What follows belongs to an exercise in optimizing a design on an open flow for small area, a short achievable clock period and few clock cycles; a production flow would make more cautious choices.
RTL that was checked went through simulation tests only; none was proved equivalent to the original.

Setup of lane 1:
==> module path_math, before the edit <==
module path_math
    (input [11:0] location,  
     input [11:0] target,  
     input [4:0] current_orientation,  
     input clock,
     input enable,
     input reset,
     output reg done,
     output [4:0] needed_orientation,  
     output [11:0] move_command);  
   wire [7:0] xm_l, ym_l, xm_t, ym_t;
   wire       xs_l, xs_t;
   ptc_mag ptc_l (.r_theta(location), .xm(xm_l), .ym(ym_l), .xs(xs_l));
   ptc_mag ptc_t (.r_theta(target),   .xm(xm_t), .ym(ym_t), .xs(xs_t));
   wire       xsame = (xs_t == xs_l);
   wire [9:0] ex_s = {1'b0, xm_t, xsame} + {xsame, xm_l ^ {8{xsame}}, xsame};
   wire [9:0] dy_s = {1'b0, ym_t, 1'b1} + {1'b1, ~ym_l, 1'b1};
   wire [8:0] ex_t = ex_s[9:1];
   wire [8:0] dy_t = dy_s[9:1];
   reg [8:0] ex, dy;
   reg       exneg, busy;
   always @(posedge clock) begin
      ex <= ex_t;
      dy <= dy_t;
      exneg <= xs_t;
      busy <= enable & ~reset;
   end
   wire       ex_nz = |ex;
   wire       dxneg = exneg ? ((ex_nz & ~ex[8]) | (ex == 9'h100)) : ex[8];
   wire       dyneg = dy[8];
   wire [1:0] quad = {dyneg, dxneg ^ dyneg};  
   wire       sx = ex[8];
   wire       sy = dy[8];
   wire [7:0] ac = ex[7:0] ^ {8{sx}};
   wire [7:0] yc = dy[7:0] ^ {8{sy}};
   wire [7:0] y, a;
   pm_abs ab (.ac(ac), .sx(sx), .yc(yc), .sy(sy), .y(y), .a(a));
   wire ysmall = dy[8] ? (dy[7:0] >= 8'hFC) : (dy[7:0] <= 8'd4);
   wire asmall = ex[8] ? ((ex[7:0] >= 8'hFC) || (ex[7:0] == 8'h00)) : (ex[7:0] <= 8'd4);
   wire c12, c23, c34, c45;
   pm_compare cmp (.a(a), .y(y), .c12(c12), .c23(c23), .c34(c34), .c45(c45));
   wire       same = (location[11:8] == target[11:8]);
   wire [4:0] sum_s = {1'b0, location[11:8]} + ((target[7:0] >= location[7:0]) ? 5'd0 : 5'd12);
   wire [4:0] need_s_t = (sum_s >= 5'd24) ? sum_s - 5'd24 : sum_s;
   reg  [2:0] ba_s_t;
   always @(*) begin
      case (quad)
         2'd1: ba_s_t = 3'd4 - need_s_t[2:0];
         2'd2: ba_s_t = need_s_t[2:0] + 3'd4;
         2'd3: ba_s_t = 3'd0 - need_s_t[2:0];
         default: ba_s_t = need_s_t[2:0];
      endcase
   end
   wire use_a = same ? (ba_s_t == 3'd0 || ba_s_t == 3'd7) : ysmall;
   reg       r_c12, r_c23, r_c34, r_c45, r_ysmall, r_asmall, r_same;
   reg [1:0] r_quad;
   reg [4:0] need_s, cur;
   reg [7:0] ry;
   always @(posedge clock) begin
      if (reset) begin
         done <= 1'b0;
      end else if (busy) begin
         done <= 1'b1;
      end else if (enable) begin
         done <= 1'b0;
      end
      if (busy) begin
         r_c12 <= c12;
         r_c23 <= c23;
         r_c34 <= c34;
         r_c45 <= c45;
         r_ysmall <= ysmall;
         r_asmall <= asmall;
         r_same <= same;
         r_quad <= quad;
         need_s <= need_s_t;
         cur <= current_orientation;
         ry <= use_a ? a : y;
      end
   end
   wire is1 = ~r_c12 & ~r_c23 & ~r_c34 & ~r_c45;
   wire is5 = r_c12 & r_c23 & r_c34 & r_c45;
   wire is2 = ~is1 & ~is5 & ~r_c23 & ~r_c34;
   wire is4 = ~is1 & ~is5 & r_c23 & r_c34;
   wire [2:0] b = is1 ? 3'd1 : (is5 ? 3'd5 : (is2 ? 3'd2 : (is4 ? 3'd4 : 3'd3)));
   wire o_dyneg = r_quad[1];
   wire o_dxneg = r_quad[1] ^ r_quad[0];
   reg [4:0] need_n;
   always @(*) begin
      if (r_ysmall) need_n = o_dxneg ? 5'd12 : 5'd0;
      else if (r_asmall) need_n = o_dyneg ? 5'd18 : 5'd6;
      else case (r_quad)
         2'd1: need_n = 5'd12 - b;
         2'd2: need_n = 5'd12 + b;
         2'd3: need_n = 5'd24 - b;
         default: need_n = {2'b00, b};
      endcase
   end
   reg [2:0] ba_s;
   always @(*) begin
      case (r_quad)
         2'd1: ba_s = 3'd4 - need_s[2:0];
         2'd2: ba_s = need_s[2:0] + 3'd4;
         2'd3: ba_s = 3'd0 - need_s[2:0];
         default: ba_s = need_s[2:0];
      endcase
   end
   wire [4:0] need = r_same ? need_s : need_n;
   wire [2:0] ba = r_same ? ba_s : (r_ysmall ? 3'd0 : (r_asmall ? 3'd6 : b));
   wire [6:0] d1, d3, d4, d5;
   pm_distance dd (.y(ry), .d1(d1), .d3(d3), .d4(d4), .d5(d5));
   reg  [6:0]  dist_v;
   always @(*) begin
      case (ba)
         3'd1: dist_v = d1;
         3'd2: dist_v = 7'd0;
         3'd3: dist_v = d3;
         3'd4: dist_v = d4;
         3'd5: dist_v = d5;
         default: dist_v = ry[6:0];   
      endcase
   end
   wire [4:0] angle = need - cur + ((cur > need) ? 5'd24 : 5'd0);
   assign needed_orientation = need;
   assign move_command = {angle, dist_v};
endmodule
clock: 12.0 ns
lec_check: 0
cap_margin: 5
core_margin: 2
core_utilization: 60
setup_slack_margin: 5
slew_margin: 5
run.sh (not shown) runs the stock make flow with config.mk's settings and CLKGATE_MAP_FILE= SYNTH_SCRIPT=/design/flow/synth_recipe.tcl, a recipe that flattens the netlist after the stock synthesis.
Testbench counts of lane 1, summed over its fixed seeds: cycles 32,000.
Here is what was changed in the inputs of lane 2 compared with lane 1.
--- a/flow/design.v
+++ b/flow/design.v
@@ -405,18 +405,20 @@
    wire       same = (location[11:8] == target[11:8]);
    wire [4:0] sum_s = {1'b0, location[11:8]} + ((target[7:0] >= location[7:0]) ? 5'd0 : 5'd12);
-   wire [4:0] need_s_t = (sum_s >= 5'd24) ? sum_s - 5'd24 : sum_s;
-   reg  [2:0] ba_s_t;
+   wire [4:0] need_s = (sum_s >= 5'd24) ? sum_s - 5'd24 : sum_s;
+   wire       pre = same | ysmall | asmall;
+   wire [4:0] need_p = same ? need_s : (ysmall ? (dxneg ? 5'd12 : 5'd0) : (dyneg ? 5'd18 : 5'd6));
+   reg  [2:0] ba_p;
    always @(*) begin
       case (quad)
-         2'd1: ba_s_t = 3'd4 - need_s_t[2:0];
-         2'd2: ba_s_t = need_s_t[2:0] + 3'd4;
-         2'd3: ba_s_t = 3'd0 - need_s_t[2:0];
-         default: ba_s_t = need_s_t[2:0];
+         2'd1: ba_p = 3'd4 - need_p[2:0];
+         2'd2: ba_p = need_p[2:0] + 3'd4;
+         2'd3: ba_p = 3'd0 - need_p[2:0];
+         default: ba_p = need_p[2:0];
       endcase
    end
-   wire use_a = same ? (ba_s_t == 3'd0 || ba_s_t == 3'd7) : ysmall;
-   reg       r_c12, r_c23, r_c34, r_c45, r_ysmall, r_asmall, r_same;
+   wire use_a = pre & ((ba_p == 3'd0) | (ba_p == 3'd7));
+   reg       r_c12, r_c23, r_c34, r_c45, r_pre;
    reg [1:0] r_quad;
-   reg [4:0] need_s, cur;
+   reg [4:0] r_need_p, cur;
    reg [7:0] ry;
    always @(posedge clock) begin
@@ -433,9 +435,7 @@
          r_c34 <= c34;
          r_c45 <= c45;
-         r_ysmall <= ysmall;
-         r_asmall <= asmall;
-         r_same <= same;
+         r_pre <= pre;
          r_quad <= quad;
-         need_s <= need_s_t;
+         r_need_p <= need_p;
          cur <= current_orientation;
          ry <= use_a ? a : y;
@@ -447,11 +447,7 @@
    wire is4 = ~is1 & ~is5 & r_c23 & r_c34;
    wire [2:0] b = is1 ? 3'd1 : (is5 ? 3'd5 : (is2 ? 3'd2 : (is4 ? 3'd4 : 3'd3)));
-   wire o_dyneg = r_quad[1];
-   wire o_dxneg = r_quad[1] ^ r_quad[0];
    reg [4:0] need_n;
    always @(*) begin
-      if (r_ysmall) need_n = o_dxneg ? 5'd12 : 5'd0;
-      else if (r_asmall) need_n = o_dyneg ? 5'd18 : 5'd6;
-      else case (r_quad)
+      case (r_quad)
          2'd1: need_n = 5'd12 - b;
          2'd2: need_n = 5'd12 + b;
@@ -460,15 +456,15 @@
       endcase
    end
-   reg [2:0] ba_s;
+   wire [4:0] need = r_pre ? r_need_p : need_n;
+   reg  [2:0] ba_o;
    always @(*) begin
       case (r_quad)
-         2'd1: ba_s = 3'd4 - need_s[2:0];
-         2'd2: ba_s = need_s[2:0] + 3'd4;
-         2'd3: ba_s = 3'd0 - need_s[2:0];
-         default: ba_s = need_s[2:0];
+         2'd1: ba_o = 3'd4 - r_need_p[2:0];
+         2'd2: ba_o = r_need_p[2:0] + 3'd4;
+         2'd3: ba_o = 3'd0 - r_need_p[2:0];
+         default: ba_o = r_need_p[2:0];
       endcase
    end
-   wire [4:0] need = r_same ? need_s : need_n;
-   wire [2:0] ba = r_same ? ba_s : (r_ysmall ? 3'd0 : (r_asmall ? 3'd6 : b));
+   wire [2:0] ba = r_pre ? ba_o : b;
    wire [6:0] d1, d3, d4, d5;
    pm_distance dd (.y(ry), .d1(d1), .d3(d3), .d4(d4), .d5(d5));
Lane 2 closes out successfully: all stages finished, all timing, DRC and antenna checks passed. Number of placement rows: lane 2 vs lane 1 identical. Met2 wirelength from detailed routing, lane 2 vs lane 1: up slightly. For lane 2, the worst setup path endpoint was ex[8], unlike lane 1, where it was ex[6]. Global router's overall resource usage in lane 2 vs lane 1: down 0.16 points. | post-route cell area | lane 2 vs lane 1 | ≈ equal |. Comparing lane 1 and lane 2, the higher die extent in x was measured on lane 2. Sequential share of layout area, lane 1 and lane 2: smaller value in lane 2.
No functional check of the RTL was part of lane 2.

what the ideal ports hide:
Ports are ideal in the flow. The routed layouts listed here were re-timed in OpenROAD.
Step 1, drivers: a clkbuf_16 drives clock and a buf_2 each remaining input, both assumed.
Step 2 moves the port delays by t, midway between the first and last clock arrival at a register: inputs arrive t later, outputs are due t later. That takes back most of the time a late clock gives input paths.
Three values: ideal ports, drivers, drivers and shift; two values: the first two.
run	shift t [ns]	slack for setup (ns)	worst hold slack (ns)	worst register clock-pin slew, ns	pins driven straight from the clock port
lane 1	0.335	5.150 / 5.110 / 4.842	0.480 / 0.480 / 0.480	0.07 / 0.07	1
lane 2	0.320	5.082 / 5.095 / 4.775	0.492 / 0.492 / 0.492	0.07 / 0.07	1
After both steps every run listed still meets setup and hold. The setup slack of lane 1, which loses most, moves by -0.040 ns with the drivers and by -0.308 ns with both steps.
